From an optimization exercise on the open Yosys and OpenROAD flow, aimed at small area, a short achievable clock period and few clock cycles per item; shortcuts taken in it are not production practice. RTL that was checked went through simulation tests only; none was proved equivalent to the original. Power is estimated from default activity; no workload was simulated.

==> module APB_Slave_dec, before the edit <==
module APB_Slave_dec
(   input        [3:0] lo_n,                                     
    input        [3:0] lo_wr_n,                                  
    input        [7:0] hi_n,                                     
    output      [31:0] rsel,
    output      [31:0] wsel
);
    genvar g;
    generate
        for (g = 0; g < 32; g = g + 1) begin : w
            assign rsel[g] = ~(lo_n[g % 4]    | hi_n[g / 4]);
            assign wsel[g] = ~(lo_wr_n[g % 4] | hi_n[g / 4]);
        end
    endgenerate
endmodule
==> module APB_Slave, before the edit <==
module APB_Slave#( parameter DWIDTH = 32, AWIDTH = 5)
(   input                                      PCLK,             
    input                                   PRESETn,             
    input                                     PSELx,             
    input                                   PENABLE,             
    input                        [AWIDTH-1:0] PADDR,             
    input                                    PWRITE,             
    input                       [DWIDTH-1:0] PWDATA,             
    output reg                  [DWIDTH-1:0] PRDATA,             
    output                                   PREADY,             
    output                                   PSLVERR             
);
    localparam DEPTH = 2**AWIDTH;
    localparam LANES = 4;
    localparam LW    = DWIDTH / LANES;
    reg           [DWIDTH-1:0] mem_arr[DEPTH-1:0];
    wire          [DWIDTH-1:0] rd_word;
    wire                       wr = PSELx && PENABLE && PWRITE;
    reg                  [3:0] lo_n, lo_wr_n;                    
    reg                  [7:0] hi_n;                             
    integer                    k;
    always @(*) begin
        for (k = 0; k < 4; k = k + 1) begin
            lo_n[k]    = ~(PADDR[1:0] == k);
            lo_wr_n[k] = ~(wr && PADDR[1:0] == k);
        end
        for (k = 0; k < 8; k = k + 1)
            hi_n[k]    = ~(PADDR[4:2] == k);
    end
    genvar l, g, b;
    generate
        for (l = 0; l < LANES; l = l + 1) begin : lane
            wire [DEPTH-1:0] rsel;                               
            wire [DEPTH-1:0] wsel;                               
            APB_Slave_dec u_dec (.lo_n(lo_n), .lo_wr_n(lo_wr_n), .hi_n(hi_n), .rsel(rsel), .wsel(wsel));
            for (g = 0; g < DEPTH; g = g + 1) begin : word
                always @(posedge PCLK)
                    if (wsel[g])
                        mem_arr[g][l*LW +: LW] <= PWDATA[l*LW +: LW];
            end
            for (b = l*LW; b < (l+1)*LW; b = b + 1) begin : rd
                wire [DEPTH-1:0] column;
                for (g = 0; g < DEPTH; g = g + 1) begin : col
                    assign column[g] = mem_arr[g][b];
                end
                APB_Slave_rdbit u_bit (.sel(rsel), .d(column), .q(rd_word[b]));
            end
        end
    endgenerate
always @(posedge PCLK)
begin
    PRDATA <= rd_word;
end
    assign PREADY  = 1'b1;
    assign PSLVERR = 1'b0;
endmodule
Settings: LEC_CHECK=0, CAP_MARGIN=20, CORE_MARGIN=2, CORE_UTILIZATION=65, CTS_CLUSTER_DIAMETER=100, CTS_CLUSTER_SIZE=24, SETUP_SLACK_MARGIN=3.3, SLEW_MARGIN=20, SYNTH_HIERARCHICAL=1; clock period 5.5 ns.
run.sh (not shown) runs the stock make flow with config.mk's settings and CLKGATE_MAP_FILE= SYNTH_SCRIPT=/design/flow/synth_recipe.tcl, a recipe that flattens the netlist after the stock synthesis.
The starting point completed with no timing, DRC or antenna violations.
Testbench counts at the start, summed over its fixed seeds: cycles 8,184, transfers 4,096.
Edit:
--- a/flow/design.v
+++ b/flow/design.v
@@ -35,19 +35,18 @@
     endgenerate
     APB_Slave_nand2 u32 (.a(n), .y(q));
 endmodule
 module APB_Slave_dec
-(   input        [3:0] lo_n,                                     
-    input        [3:0] lo_wr_n,                                  
-    input        [7:0] hi_n,                                     
+(   input        [4:0] addr,
+    input              wr,                                       
     output      [31:0] rsel,
     output      [31:0] wsel
 );
     genvar g;
     generate
         for (g = 0; g < 32; g = g + 1) begin : w
-            assign rsel[g] = ~(lo_n[g % 4]    | hi_n[g / 4]);
-            assign wsel[g] = ~(lo_wr_n[g % 4] | hi_n[g / 4]);
+            assign rsel[g] = (addr == g);
+            assign wsel[g] = wr && (addr == g);
         end
     endgenerate
 endmodule
 module APB_Slave#( parameter DWIDTH = 32, AWIDTH = 5)
@@ -67,25 +66,14 @@
     localparam LW    = DWIDTH / LANES;
     reg           [DWIDTH-1:0] mem_arr[DEPTH-1:0];
     wire          [DWIDTH-1:0] rd_word;
     wire                       wr = PSELx && PENABLE && PWRITE;
-    reg                  [3:0] lo_n, lo_wr_n;                    
-    reg                  [7:0] hi_n;                             
-    integer                    k;
-    always @(*) begin
-        for (k = 0; k < 4; k = k + 1) begin
-            lo_n[k]    = ~(PADDR[1:0] == k);
-            lo_wr_n[k] = ~(wr && PADDR[1:0] == k);
-        end
-        for (k = 0; k < 8; k = k + 1)
-            hi_n[k]    = ~(PADDR[4:2] == k);
-    end
     genvar l, g, b;
     generate
         for (l = 0; l < LANES; l = l + 1) begin : lane
             wire [DEPTH-1:0] rsel;                               
             wire [DEPTH-1:0] wsel;                               
-            APB_Slave_dec u_dec (.lo_n(lo_n), .lo_wr_n(lo_wr_n), .hi_n(hi_n), .rsel(rsel), .wsel(wsel));
+            APB_Slave_dec u_dec (.addr(PADDR), .wr(wr), .rsel(rsel), .wsel(wsel));
             for (g = 0; g < DEPTH; g = g + 1) begin : word
                 always @(posedge PCLK)
                     if (wsel[g])
                         mem_arr[g][l*LW +: LW] <= PWDATA[l*LW +: LW];
Effect: Wire length drops by 7.2%; critical path depth does not change; design area rises by 1.6%; setup slack loses 0.0085 ns; first-iteration DRC count shrinks by 18%; via count increases by 0.84%; sequential share of layout area falls by 1.1 points; sequential power hardly moves; global-route usage shrinks by 2.2 points; final cell count came out higher by 2.9%.
Only the layout flow was run in the second run of this note; the RTL was not checked for function there.


## run P
APB_Slave, a different RTL version from the one above (not shown whole).
==> module APB_Slave_mux4, before the edit <==
module APB_Slave_mux4
(   input       [1:0] s,
    input       [3:0] d,
    output            y
);
    assign y = d[s];
endmodule
==> module APB_Slave_rdbit, before the edit <==
module APB_Slave_rdbit
(   input        [1:0] lo,                                       
    input        [7:0] hi,                                       
    input       [31:0] d,
    output             q
);
    wire [7:0] m;                                                
    genvar k;
    generate
        for (k = 0; k < 8; k = k + 1) begin : g4
            APB_Slave_mux4 u (.s(lo), .d(d[4*k+3:4*k]), .y(m[k]));
        end
    endgenerate
    APB_Slave_or8 u8 (.sel(hi), .d(m), .y(q));
endmodule
==> module APB_Slave_dec, before the edit <==
module APB_Slave_dec
(   input        [3:0] lo_wr_n,                                  
    input        [7:0] hi_n,                                     
    output       [7:0] hi,                                       
    output      [31:0] wsel
);
    genvar g;
    generate
        for (g = 0; g < 32; g = g + 1) begin : w
            assign wsel[g] = ~(lo_wr_n[g % 4] | hi_n[g / 4]);
        end
    endgenerate
    assign hi = ~hi_n;
endmodule
==> module APB_Slave, before the edit <==
module APB_Slave#( parameter DWIDTH = 32, AWIDTH = 5)
(   input                                      PCLK,             
    input                                   PRESETn,             
    input                                     PSELx,             
    input                                   PENABLE,             
    input                        [AWIDTH-1:0] PADDR,             
    input                                    PWRITE,             
    input                       [DWIDTH-1:0] PWDATA,             
    output reg                  [DWIDTH-1:0] PRDATA,             
    output                                   PREADY,             
    output                                   PSLVERR             
);
    localparam DEPTH = 2**AWIDTH;
    localparam LANES = 4;
    localparam LW    = DWIDTH / LANES;
    reg           [DWIDTH-1:0] mem_arr[DEPTH-1:0];
    wire          [DWIDTH-1:0] rd_word;
    wire                       wr = PSELx && PENABLE && PWRITE;
    reg                  [3:0] lo_wr_n;                          
    reg                  [7:0] hi_n;                             
    integer                    k;
    always @(*) begin
        for (k = 0; k < 4; k = k + 1)
            lo_wr_n[k] = ~(wr && PADDR[1:0] == k);
        for (k = 0; k < 8; k = k + 1)
            hi_n[k]    = ~(PADDR[4:2] == k);
    end
    genvar l, g, b;
    generate
        for (l = 0; l < LANES; l = l + 1) begin : lane
            wire       [7:0] hi;                                 
            wire [DEPTH-1:0] wsel;                               
            APB_Slave_dec u_dec (.lo_wr_n(lo_wr_n), .hi_n(hi_n), .hi(hi), .wsel(wsel));
            for (g = 0; g < DEPTH; g = g + 1) begin : word
                always @(posedge PCLK)
                    if (wsel[g])
                        mem_arr[g][l*LW +: LW] <= PWDATA[l*LW +: LW];
            end
            for (b = l*LW; b < (l+1)*LW; b = b + 1) begin : rd
                wire [DEPTH-1:0] column;
                for (g = 0; g < DEPTH; g = g + 1) begin : col
                    assign column[g] = mem_arr[g][b];
                end
                APB_Slave_rdbit u_bit (.lo(PADDR[1:0]), .hi(hi), .d(column), .q(rd_word[b]));
            end
        end
    endgenerate
always @(posedge PCLK)
begin
    PRDATA <= rd_word;
end
    assign PREADY  = 1'b1;
    assign PSLVERR = 1'b0;
endmodule
clock: 5.5 ns
lec_check: 0
cap_margin: 20
core_margin: 2
core_utilization: 65
cts_cluster_diameter: 100
cts_cluster_size: 24
setup_slack_margin: 3.3
slew_margin: 20
synth_hierarchical: 1
## Diff of input files: run F against run P
==> flow/design.v <==
module APB_Slave_or8
(   input       [7:0] sel,
    input       [7:0] d,
    output            y
);
    assign y = |(sel & d);
endmodule
module APB_Slave_nor2
(   input       [1:0] a,
    output            y
);
    assign y = ~|a;
endmodule
module APB_Slave_nand2
(   input       [1:0] a,
    output            y
);
    assign y = ~&a;
endmodule
module APB_Slave_rdbit
(   input       [31:0] sel,
    input       [31:0] d,
    output             q
);
    wire  [3:0] p;                                               
    wire  [1:0] n;                                               
    genvar k;
    generate
        for (k = 0; k < 4; k = k + 1) begin : g8
            APB_Slave_or8 u (.sel(sel[8*k+7:8*k]), .d(d[8*k+7:8*k]), .y(p[k]));
        end
        for (k = 0; k < 2; k = k + 1) begin : g16
            APB_Slave_nor2 u (.a(p[2*k+1:2*k]), .y(n[k]));
        end
    endgenerate
    APB_Slave_nand2 u32 (.a(n), .y(q));
endmodule
module APB_Slave_dec
(   input        [3:0] lo_n,                                     
    input        [3:0] lo_wr_n,                                  
    input        [7:0] hi_n,                                     
    output      [31:0] rsel,
    output      [31:0] wsel
);
    genvar g;
    generate
        for (g = 0; g < 32; g = g + 1) begin : w
            assign rsel[g] = ~(lo_n[g % 4]    | hi_n[g / 4]);
            assign wsel[g] = ~(lo_wr_n[g % 4] | hi_n[g / 4]);
        end
    endgenerate
endmodule
module APB_Slave#( parameter DWIDTH = 32, AWIDTH = 5)
(   input                                      PCLK,             
    input                                   PRESETn,             
    input                                     PSELx,             
    input                                   PENABLE,             
    input                        [AWIDTH-1:0] PADDR,             
    input                                    PWRITE,             
    input                       [DWIDTH-1:0] PWDATA,             
    output reg                  [DWIDTH-1:0] PRDATA,             
    output                                   PREADY,             
    output                                   PSLVERR             
);
    localparam DEPTH = 2**AWIDTH;
    localparam LANES = 2;
    localparam LW    = DWIDTH / LANES;
    reg           [DWIDTH-1:0] mem_arr[DEPTH-1:0];
    wire          [DWIDTH-1:0] rd_word;
    wire                       wr = PSELx && PENABLE && PWRITE;
    reg                  [3:0] lo_n, lo_wr_n;                    
    reg                  [7:0] hi_n;                             
    integer                    k;
    always @(*) begin
        for (k = 0; k < 4; k = k + 1) begin
            lo_n[k]    = ~(PADDR[1:0] == k);
            lo_wr_n[k] = ~(wr && PADDR[1:0] == k);
        end
        for (k = 0; k < 8; k = k + 1)
            hi_n[k]    = ~(PADDR[4:2] == k);
    end
    genvar l, g, b;
    generate
        for (l = 0; l < LANES; l = l + 1) begin : lane
            wire [DEPTH-1:0] rsel;                               
            wire [DEPTH-1:0] wsel;                               
            APB_Slave_dec u_dec (.lo_n(lo_n), .lo_wr_n(lo_wr_n), .hi_n(hi_n), .rsel(rsel), .wsel(wsel));
            for (g = 0; g < DEPTH; g = g + 1) begin : word
                always @(posedge PCLK)
                    if (wsel[g])
                        mem_arr[g][l*LW +: LW] <= PWDATA[l*LW +: LW];
            end
            for (b = l*LW; b < (l+1)*LW; b = b + 1) begin : rd
                wire [DEPTH-1:0] column;
                for (g = 0; g < DEPTH; g = g + 1) begin : col
                    assign column[g] = mem_arr[g][b];
                end
                APB_Slave_rdbit u_bit (.sel(rsel), .d(column), .q(rd_word[b]));
            end
        end
    endgenerate
always @(posedge PCLK)
begin
    PRDATA <= rd_word;
end
    assign PREADY  = 1'b1;
    assign PSLVERR = 1'b0;
endmodule
### Flow results
- Run F did not stop at any stage, and its layout met the timing, DRC and antenna checks.
- Proportion of power drawn by the clock network across run F and run P: no real change.
- Across both runs, area taken by multi-input logic gates was lower for run F than for run P.
- Comparing run F and run P, the higher global routing met1 resource utilization is on run P.
- In run F, placement row count is lower than in run P.
- Compared with run P, run F shows a critical path depth that is 5 higher.
- Comparing run F with run P, the areal power density over the cells came out essentially unchanged.
- Compared with run P, in run F portion of the clock cycle consumed by the worst path in the final layout has increased, shortest period the worst path allows went up 58 ps.
Function was not checked in any run of this note: the RTL went through the layout flow alone.

afterwards: timing with drivers on the ports:
How much do the figures lean on ideal ports? The routed layouts below were timed once more, with nothing changed but the port constraints. Step 1 (the two cells are an assumption about what drives the block):
set clk [get_ports {PCLK}]
set_driving_cell -lib_cell sky130_fd_sc_hd__clkbuf_16 $clk
set_driving_cell -lib_cell sky130_fd_sc_hd__buf_2 [delete_from_list [all_inputs] $clk]
Step 2, shift: input delay + t, output delay - t, t = (earliest + latest rising clock arrival at the registers) / 2. This alone moves slack from input paths to output paths. a / b / c = no drivers / after step 1 / after step 2; a / b = the first two.
run	t, ns	slack for setup (ns)	clock arrival spread, ns	worst data-port slew with drivers (ns)	pins driven straight from the clock port
the first run of note 1	0.695	3.297 / 3.254 / 2.608	0.018 / 0.017	0.06	1
the second run of note 1	0.677	3.288 / 3.266 / 2.609	0.021 / 0.022	0.11	1
run P	0.685	3.279 / 3.032 / 2.347	0.032 / 0.032	0.32	1
run F	0.691	3.221 / 3.166 / 2.475	0.052 / 0.052	0.18	1
After both steps setup and hold are still met in every run listed. The setup slack of run P, which loses most, moves by -0.247 ns with the drivers and by -0.932 ns with both steps.
